Source: an optimization exercise on an open RTL-to-GDS flow (aim: small area and a short achievable clock period). Production flows keep margins and buffers that such runs may drop.
Where RTL was checked, it was by simulation tests only, not by an equivalence proof against the original.

## top_moduleAlu
module top_moduleAlu #(parameter DATA_WIDTH = 32)(
	input clk_top,
	input [2:0] opcode_top,
	input [31:0] portA_top,
	input [31:0] portB_top,
	output reg [63:0] out_top,
	output [32:0] result_sum_top,
	output [32:0] result_res_top,
	output [63:0] result_pro_top,
	output [31:0] result_and_top,
	output [31:0] result_or_top,
	output [31:0] result_nand_top,
	output [31:0] result_nor_top,
	output [31:0] result_xor_top,
	output carry_flag_sum_top,
	output zero_flag_sum_top,
	output zero_flag_res_top,
	output zero_flag_pro_top,
	output zero_flag_and_top,
	output zero_flag_or_top,
	output zero_flag_nand_top,
	output zero_flag_nor_top,
	output zero_flag_xor_top,
	output reg carry_flag_top,
	output reg zero_flag_top
);
clock: 20.0 ns
lec_check: 0
abc_area: 1
cap_margin: 20
core_margin: 2
core_utilization: 40
setup_slack_margin: 5
slew_margin: 20
synth_hierarchical: 1
synth_minimum_keep_size: 0
standard.sh (not shown) runs the stock make flow with config.mk's settings and CLKGATE_MAP_FILE= SYNTH_SCRIPT=/design/flow/synth_recipe.tcl, a recipe that flattens the netlist after the stock synthesis.
==> flow/flow/run.sh <==
#!/bin/bash
# Standard ORFS layout; the only change is the cell used to buffer the ports
# (buf_1 instead of the default choice, clkdlybuf4s50_1).
set -euo pipefail
bash standard.sh "BUFFER_PORTS_ARGS=-buffer_cell sky130_fd_sc_hd__buf_1" finish > make_finish.log 2>&1
Next try:
--- a/flow/design.v
+++ b/flow/design.v
@@ -1583,19 +1583,19 @@
 wire as_G113, as_P114, as_G115, as_P116, as_G117, as_P118, as_G119, as_P120, as_G121, as_P122, as_G123, as_P124, as_G125, as_P126, as_G127, as_P128;
 wire as_G129, as_P130, as_G131, as_P132, as_G133, as_P134, as_G135, as_P136, as_G137, as_P138, as_G139, as_P140, as_G141, as_P142, as_G143, as_P144;
 wire as_G145, as_P146, as_G147, as_P148, as_G149, as_P150, as_G151, as_P152, as_G153, as_P154, as_G155, as_P156, as_G157, as_P158, as_G159, as_P160;
 wire as_G161, as_P162, as_G163, as_P164, as_G165, as_P166, as_G167, as_P168, as_G169, as_P170, as_G171, as_P172, as_G173, as_P174, as_G175, as_P176;
 wire as_G177, as_P178, as_G179, as_P180, as_G181, as_P182, as_G183, as_P184, as_G185, as_P186, as_G187, as_P188, as_G189, as_P190, as_G191, as_P192;
 wire as_G193, as_P194, as_G195, as_P196, as_G197, as_P198, as_G199, as_P200, as_G201, as_P202, as_G203, as_P204, as_G205, as_P206, as_G207, as_P208;
 wire as_G209, as_P210, as_G211, as_P212, as_G213, as_P214, as_G215, as_P216, as_G217, as_P218, as_G219, as_P220, as_G221, as_P222, as_G223, as_P224;
 wire as_G225, as_P226, as_G227, as_P228;
-wire [31:0] as_p = a ^ b;
-wire [31:0] as_g = a & b;
-wire [31:0] as_gd = a & ~b;
+wire [31:0] as_p = hx;
+wire [31:0] as_g = hn;
+wire [31:0] as_gd = a & hx;
 assign as_G1 = as_g[1] | (as_p[1] & as_g[0]);
 assign as_P2 = as_p[1] & as_p[0];
 assign as_G3 = as_g[3] | (as_p[3] & as_g[2]);
 assign as_P4 = as_p[3] & as_p[2];
 assign as_G5 = as_g[5] | (as_p[5] & as_g[4]);
 assign as_P6 = as_p[5] & as_p[4];
 assign as_G7 = as_g[7] | (as_p[7] & as_g[6]);
 assign as_P8 = as_p[7] & as_p[6];
@@ -1881,44 +1881,64 @@
 assign result_res_top[29] = ~(as_p[29] ^ as_G225);
 assign result_sum_top[30] = as_p[30] ^ as_G83;
 assign result_res_top[30] = ~(as_p[30] ^ as_G197);
 assign result_sum_top[31] = as_p[31] ^ as_G113;
 assign result_res_top[31] = ~(as_p[31] ^ as_G227);
 assign result_sum_top[32] = as_p[31] ^ as_G61;
 assign result_res_top[32] = ~(as_p[31] ^ as_G175);
 prod prod_dut (.A(a), .B(b), .result(result_pro_top));
-assign result_and_top  = a & b;
-assign result_or_top   = a | b;
-assign result_nand_top = ~(a & b);
-assign result_nor_top  = ~(a | b);
-assign result_xor_top  = a ^ b;
+wire [31:0] hx, hn;
+genvar gi;
+generate for (gi = 0; gi < 32; gi = gi + 1) begin : hslice
+	ha_s u_ha (.a(a[gi]), .b(b[gi]), .s(hx[gi]), .c(hn[gi]));
+end endgenerate
+assign result_and_top  = hn;
+assign result_or_top   = hx | hn;
+assign result_nand_top = ~hn;
+assign result_nor_top  = ~(hx | hn);
+assign result_xor_top  = hx;
 wire a_zero = ~|a;
 wire b_zero = ~|b;
 assign carry_flag_sum_top = a[31] & b[31];
 assign zero_flag_sum_top  = ~|result_sum_top;
 assign zero_flag_res_top  = ~|result_xor_top;
 assign zero_flag_pro_top  = a_zero | b_zero;
 assign zero_flag_and_top  = ~|result_and_top;
 assign zero_flag_or_top   = a_zero & b_zero;
 assign zero_flag_nand_top = &result_and_top;
 assign zero_flag_nor_top  = &result_or_top;
 assign zero_flag_xor_top  = zero_flag_res_top;
-reg [63:0] out_d;
-reg        zero_d;
+wire sel_s = (opcode_top == 3'd0);
+wire sel_d = (opcode_top == 3'd1);
+wire sel_p = (opcode_top == 3'd2);
+wire t11 = (opcode_top == 3'd3) | (opcode_top == 3'd4);
+wire tx  = (opcode_top == 3'd4) | (opcode_top == 3'd5) | (opcode_top == 3'd7);
+wire t00 = (opcode_top == 3'd5) | (opcode_top == 3'd6);
+wire [31:0] logic_r = (hn & {32{t11}}) | (hx & {32{tx}}) | (result_nor_top & {32{t00}});
+wire ext = (result_sum_top[32] & sel_s) | (result_res_top[32] & sel_d);
+wire [63:0] out_d;
+assign out_d[31:0] = logic_r | (result_sum_top[31:0] & {32{sel_s}}) | (result_res_top[31:0] & {32{sel_d}}) | (result_pro_top[31:0] & {32{sel_p}});
+assign out_d[32] = ext | (result_pro_top[32] & sel_p);
+assign out_d[63:33] = {31{ext}} | (result_pro_top[63:33] & {31{sel_p}});
+reg zero_d;
 always @(*) begin
 	case (opcode_top)
-		3'd0: begin out_d = {{31{result_sum_top[32]}}, result_sum_top}; zero_d = zero_flag_sum_top; end
-		3'd1: begin out_d = {{31{result_res_top[32]}}, result_res_top}; zero_d = zero_flag_res_top; end
-		3'd2: begin out_d = result_pro_top;                  zero_d = zero_flag_pro_top;  end
-		3'd3: begin out_d = {32'd0, result_and_top};         zero_d = zero_flag_and_top;  end
-		3'd4: begin out_d = {32'd0, result_or_top};          zero_d = zero_flag_or_top;   end
-		3'd5: begin out_d = {32'd0, result_nand_top};        zero_d = zero_flag_nand_top; end
-		3'd6: begin out_d = {32'd0, result_nor_top};         zero_d = zero_flag_nor_top;  end
-		default: begin out_d = {32'd0, result_xor_top};      zero_d = zero_flag_xor_top;  end
+		3'd0: zero_d = zero_flag_sum_top;
+		3'd1: zero_d = zero_flag_res_top;
+		3'd2: zero_d = zero_flag_pro_top;
+		3'd3: zero_d = zero_flag_and_top;
+		3'd4: zero_d = zero_flag_or_top;
+		3'd5: zero_d = zero_flag_nand_top;
+		3'd6: zero_d = zero_flag_nor_top;
+		default: zero_d = zero_flag_xor_top;
 	endcase
 end
 always @(posedge clk_top) begin
 	out_top        <= out_d;
 	carry_flag_top <= (opcode_top == 3'd0) & carry_flag_sum_top;
 	zero_flag_top  <= zero_d;
 end
 endmodule
+module ha_s (input a, input b, output s, output c);
+assign s = a ^ b;
+assign c = a & b;
+endmodule
Global-route usage goes up by 0.62 points.
Critical path depth shrinks by 2.
Via count drops by 2.0%.
First-iteration DRC count grows by 0.98%.
Only the layout flow was run in the first run of this note; the RTL was not checked for function there.

## static timing again, ports no longer ideal
How much do the figures lean on ideal ports? The routed layouts below were timed once more, with nothing changed but the port constraints.
Step 1 sets driving cells, clkbuf_16 on the clock port and buf_2 on the other inputs (assumed; they add their load-dependent delay and slew).
Step 2 also shifts input and output timing later by t, the mid clock arrival at the registers, as if the neighbouring blocks saw the same clock.
Slacks: no drivers / after step 1 / after step 2; pairs: no drivers / after step 1.
| run | t (ns) | setup WS [ns] | worst setup path at the end |
|---|---|---|---|
| the first run | 0.450 | 5.290 / 5.263 / 5.263 | input to output |
| the second run | 0.451 | 5.209 / 5.145 / 5.145 | input to output |
After both steps every run listed still meets setup and hold. The setup slack of the second run, which loses most, moves by -0.064 ns with the drivers and by -0.064 ns with both steps.
